What follows belongs to an exercise in optimizing a design on an open flow for small area and a short achievable clock period; a production flow would make more cautious choices.
Function was checked by simulation only, so behaviour that the tests miss may differ from the original.
Power and IR drop assume default switching activity.

==> flow/design.v (outline; a module is shown in full before it is edited, if it fits) <==
// module alu: 5366 lines
// module alu_top: 24 lines
module alu_top  
#(parameter N=32)  
    (  
    input logic clk, reset,
    input logic[N-1:0]operand1, operand2,
    input logic[3:0] select,
    output logic[(2*N)-1:0] result
    );
  // ...
==> flow/run.sh <==
#!/bin/bash
# synth_recipe.tcl (not shown) runs the flow's synth.tcl, then flattens the netlist and writes it again
# the make line also repeats each setting of config.mk as NAME=value (left out here)
make -C /OpenROAD-flow-scripts/flow DESIGN_CONFIG=/design/flow/config.mk WORK_HOME=/design/flow/orfs CLKGATE_MAP_FILE= SYNTH_SCRIPT=/design/flow/synth_recipe.tcl finish
==> flow/config.mk <==
export PLATFORM = sky130hd
export DESIGN_NAME = alu_top
export DESIGN_NICKNAME = alu_top
export VERILOG_FILES = /design/flow/design.v
export SDC_FILE = /design/flow/constraint.sdc
export NUM_CORES = 8
export LEC_CHECK = 0
export ABC_AREA = 1
export CAP_MARGIN = 70
export CORE_MARGIN = 2
export CORE_UTILIZATION = 40
export SLEW_MARGIN = 70
==> flow/constraint.sdc <==
create_clock -name core_clock -period 380.0 [get_ports {clk}]
set_input_delay 76.0000 -clock core_clock [delete_from_list [all_inputs] [get_ports {clk}]]
set_output_delay 76.0000 -clock core_clock [all_outputs]
set_load 0.01 [all_outputs]
==> out/metrics.yaml, run 1 <==
outcome: "finished clean"
dr.pass1.iters: 6
p_leak_nw: 31.7
syn_nets: 9973
cts-hold-fix-buffers: 0
post-route-min-period_ns: 123.21
setup-violations-final: 0
die_h_um: 381
diodes: 3
clock_power_share_pct: 5.0
whs_ns: 75.86
p_per_area_nw_per_um2: 3.39
yosys.area_share.simple_pct: 48.3
synthMostInstantiatedCell: "nand2_1"
synth_top_family_by_area: "simple AND/OR/NAND/NOR gates"
hp-class: "input pin to asynchronous set/reset pin"
row_count: 138
worst_path_most_repeated_cell: "nand2_2"
final_layout_size_suffix_gt1_share_pct: 16.5
multi_input_area_um2: 46400
synthArstFlopShare_pct: 100
synthesis.area_um2: 56800
wl_mm: 232
synth_area_leaders: "nand2_1 (18%), fa_1 (16%), inv_1 (9.6%)"
muxShareOfSynthArea_pct: 0
path_clk_slew_ns: 0.10
final.period_utilization_pct: 32.4
netlist_instances: 9342
multi_input_area_share_pct: 77.6
crit_path_start_kind: "input pin"
==> run 2: changes to the inputs <==
--- a/flow/config.mk
+++ b/flow/config.mk
@@ -7,6 +7,6 @@
 export LEC_CHECK = 0
 export ABC_AREA = 1
-export CAP_MARGIN = 70
+export CAP_MARGIN = 20
 export CORE_MARGIN = 2
 export CORE_UTILIZATION = 40
-export SLEW_MARGIN = 70
+export SLEW_MARGIN = 20
==> run 2 against run 1 <==
Still clean; sequential cell count unchanged; die area did not move; worst setup slack lost 3.1 ns; largest cell class unchanged; highest routed layer unchanged.
==> out/metrics.yaml, run 2 <==
outcome: "finished clean"
cts_made_buffers: 9
p_sw_uw: 132
gp_congestion: 1.01
path_buf_inv: 14
tightest_slew_ns: 1.17
dp_hpwl_mm: 182
grt-ovfl-total: 0
synthTopCellsByCount: "nand2_1 (2735), inv_1 (1455), nand3_1 (1013), nor2_1 (875), nand2_2 (610)"
num-nets-final: 9930
cts-hold-fix-buffers: 0  # unchanged
p_per_area_nw_per_um2: 3.42  # +1.0%
crit_path_start_kind: "input pin"
syn_area_per_cell_um2: 6.08
cp.arrival_ns: 126.44
drt_iter0_drc: 5347
clock.fmax_mhz: 7.91
ios: 134
synthesis.area_um2: 56800  # unchanged
setup-tns-final_ns: 0
max-cap-violations: 0
yosysWarnings: 2
syn_nets: 9973  # unchanged
cts_max_level: 3
cp-startpoint: "select[1]"
post_cts_buffers: 0
internal-power_uw: 69.3
dieArea_um2: 145000
mostFrequentLayoutCells: "nand2_1 (2735), inv_1 (1451), nand3_1 (1013)"
wl_mm: 232  # about the same
wl_per_cell_um: 20.7
clock_power_share_pct: 5.5  # +0.5 points
final_common_cell: "nand2_1"
timing.final.max_slew_violations: 0
pwr-share-seq_pct: 4.5
final.period_utilization_pct: 33.2  # +0.83 points
synth_top_area_share_pct: 18.1
antenna_found_initial: 9
synth_top_area_cell: "nand2_1"
cp.depth: 393
crit_path_end_kind: "flop"
synth_area_leaders: "nand2_1 (18%), fa_1 (16%), inv_1 (9.6%)"
swShare_pct: 65.5
largest_reg_flops: 64
synthFlopType: "dfrtp_1"
dieWidth_um: 381
die_h_um: 381  # unchanged
synthArstFlopShare_pct: 100  # unchanged
netlist_instances: 9342  # unchanged
synthMostInstantiatedCell: "nand2_1"
crit_path_end: "result[32]"
cpMaxStageDelayCell: "clkdlybuf4s50_1"
reg_top3: "result (64)"
hp-class: "input pin to asynchronous set/reset pin"
post_cts_resized: 0
hold_viol: 0
row_count: 138  # unchanged
syn_to_final_growth_pct: 3.18
path_clk_slew_ns: 0.09  # about the same
ys_types: 81
p_comb_share_pct: 90.0
routed-via-count: 59700
worstPathMaxFanout: 55
peakVddDrop_uv: 2.38
clockBufferDepth: 2
final_layout_size_suffix_gt1_share_pct: 15.1  # -1.4 points
fin_cells: 11200
drcViolationCount: 0
yosysSeqAreaShare_pct: 2.82
initial_core_util_pct: 40.2
grtUsageTotal_pct: 31.3
required_ns: 380.09
cts_tree: "done"
grt_max_degree: 56
crit_family: "simple AND/OR/NAND/NOR gates"
setup-violations-final: 0  # unchanged
max_stage_delay_ns: 0.81
synth_seq_cells: 64
port_buffers: 133
grt_pass1_wl_mm: 346
grt_pass1_vias: 56200
relSlewSlack_pct: 21.7
vias_per_cell: 5.33
worst_path_most_repeated_cell: "nand2_2"
dr.pass1.iters: 6  # unchanged
cts_sinks: 64
p_leak_nw: 31.3  # -1.2%
rsz0062_at_grt: "false"
core_um2: 141000
antenna_left: 0
post-route-min-period_ns: 126.35  # +3.14 ns
cts_root_buf: "clkbuf_16"
top_register: "result"
crit_type: "input pin to flop"
synth_edf_count: 0
place_inst: 11200
[run 2: cell counts after synthesis]
Identical to the previous run, type by type.
[run 2: logic make-up after synthesis]
family | after synthesis | synth area share (%)
AOI/OAI and AO/OA | 477 | 5.06
adders and majority gates | 561 | 18.5
and+or+nand+nor | 5833 | 48.3
DFF | 64 | 2.82
xor gates and xnor gates | 466 | 7.93
other | 1 | 0.00660
buffers and inverters | 1940 | 17.4
[run 2: worst min path at each step]
| stage | from | to | slack [ns] | cells past startpoint |
|---|---|---|---|---|
| 6_report | reset | result[62] | 75.90 | 2 |
| 3_3_place_gp | reset | result[61] | 76.36 | 2 |
| 2_1_floorplan | operand1[4] | result[5] | 76.16 | 2 |
| 3_5_place_dp | reset | result[62] | 76.37 | 2 |
| 5_1_grt | reset | result[62] | 75.96 | 2 |
| 4_1_cts | reset | result[62] | 75.93 | 2 |
[run 2: power by group through the flow]
stage	clock [mW]	sequential, mW	combinational [mW]
global route	0.0114	0.00912	0.200
CTS	0.0112	0.00900	0.178
global placement	0	0.00913	0.175
detailed placement	0	0.00911	0.177
floorplan	0	0.00889	0.136
finish	0.0111	0.00907	0.181
[run 2: layout make-up]
type                       instances  area [um2]
antenna                            5        12.5
clock buffer                       9         225
clock inverter                     7         120
fill                           15500       82600
inverter                        1591        6000
multi-input combinational       7338       45800
sequential                        64        1600
tap                             1890        2360
timing repair buffer             295        2570
[run 2: through the flow]
stage               worst slack (ns)  hold WS, ns  power [mW]  area [um2]  util [%]
floorplan                     268.55        76.16       0.145       56800         -
global placement              255.08        76.36       0.184       58300      41.2
detailed placement            254.03        76.37       0.186       58300      41.3
CTS                           254.29        75.93       0.198       58600      41.5
global route                  248.36        75.96       0.221       58600      41.5
finish                        253.65        75.90       0.201       58600      41.5
[run 2: layer usage]
layer / vias up / wire length (um) / share of wire (%) / GRT usage [%]
met5: - / 162 / 0.070 / 0
met4: 12 / 13700 / 5.9 / 15.0
met3: 672 / 22100 / 9.6 / 6.45
met2: 2739 / 99100 / 43 / 49.0
met1: 28000 / 96500 / 42 / 41.0
li1: 28300 / - / - / -

==> re-timing with driven ports <==
Ports are ideal in the flow. The routed layouts listed here were re-timed in OpenROAD.
Step 1: set_driving_cell puts a clkbuf_16 on clk and a buf_2 on each other input, an assumption about the parent block.
Step 2 adds t to the input delays and takes it off the output delays; t is the mean of the earliest and latest rising clock arrival at the registers after step 1. Input paths then give back, and output paths get back, about the clock's delay inside the block.
Three values: ideal, step 1, step 2; two values: the first two.
run	t (ns)	setup WS [ns]	latest minus earliest clock arrival (ns)	worst slew at a driven data input, ns	pins driven straight from the clock port
run 1	0.473	256.791 / 256.807 / 256.334	0.028 / 0.028	0.09	1
run 2	0.461	253.654 / 253.698 / 253.237	0.029 / 0.029	0.08	1
After both steps every run listed still meets setup and hold. For run 1, which loses most, drivers alone change the setup slack by +0.016 ns; drivers and shift together by -0.457 ns.
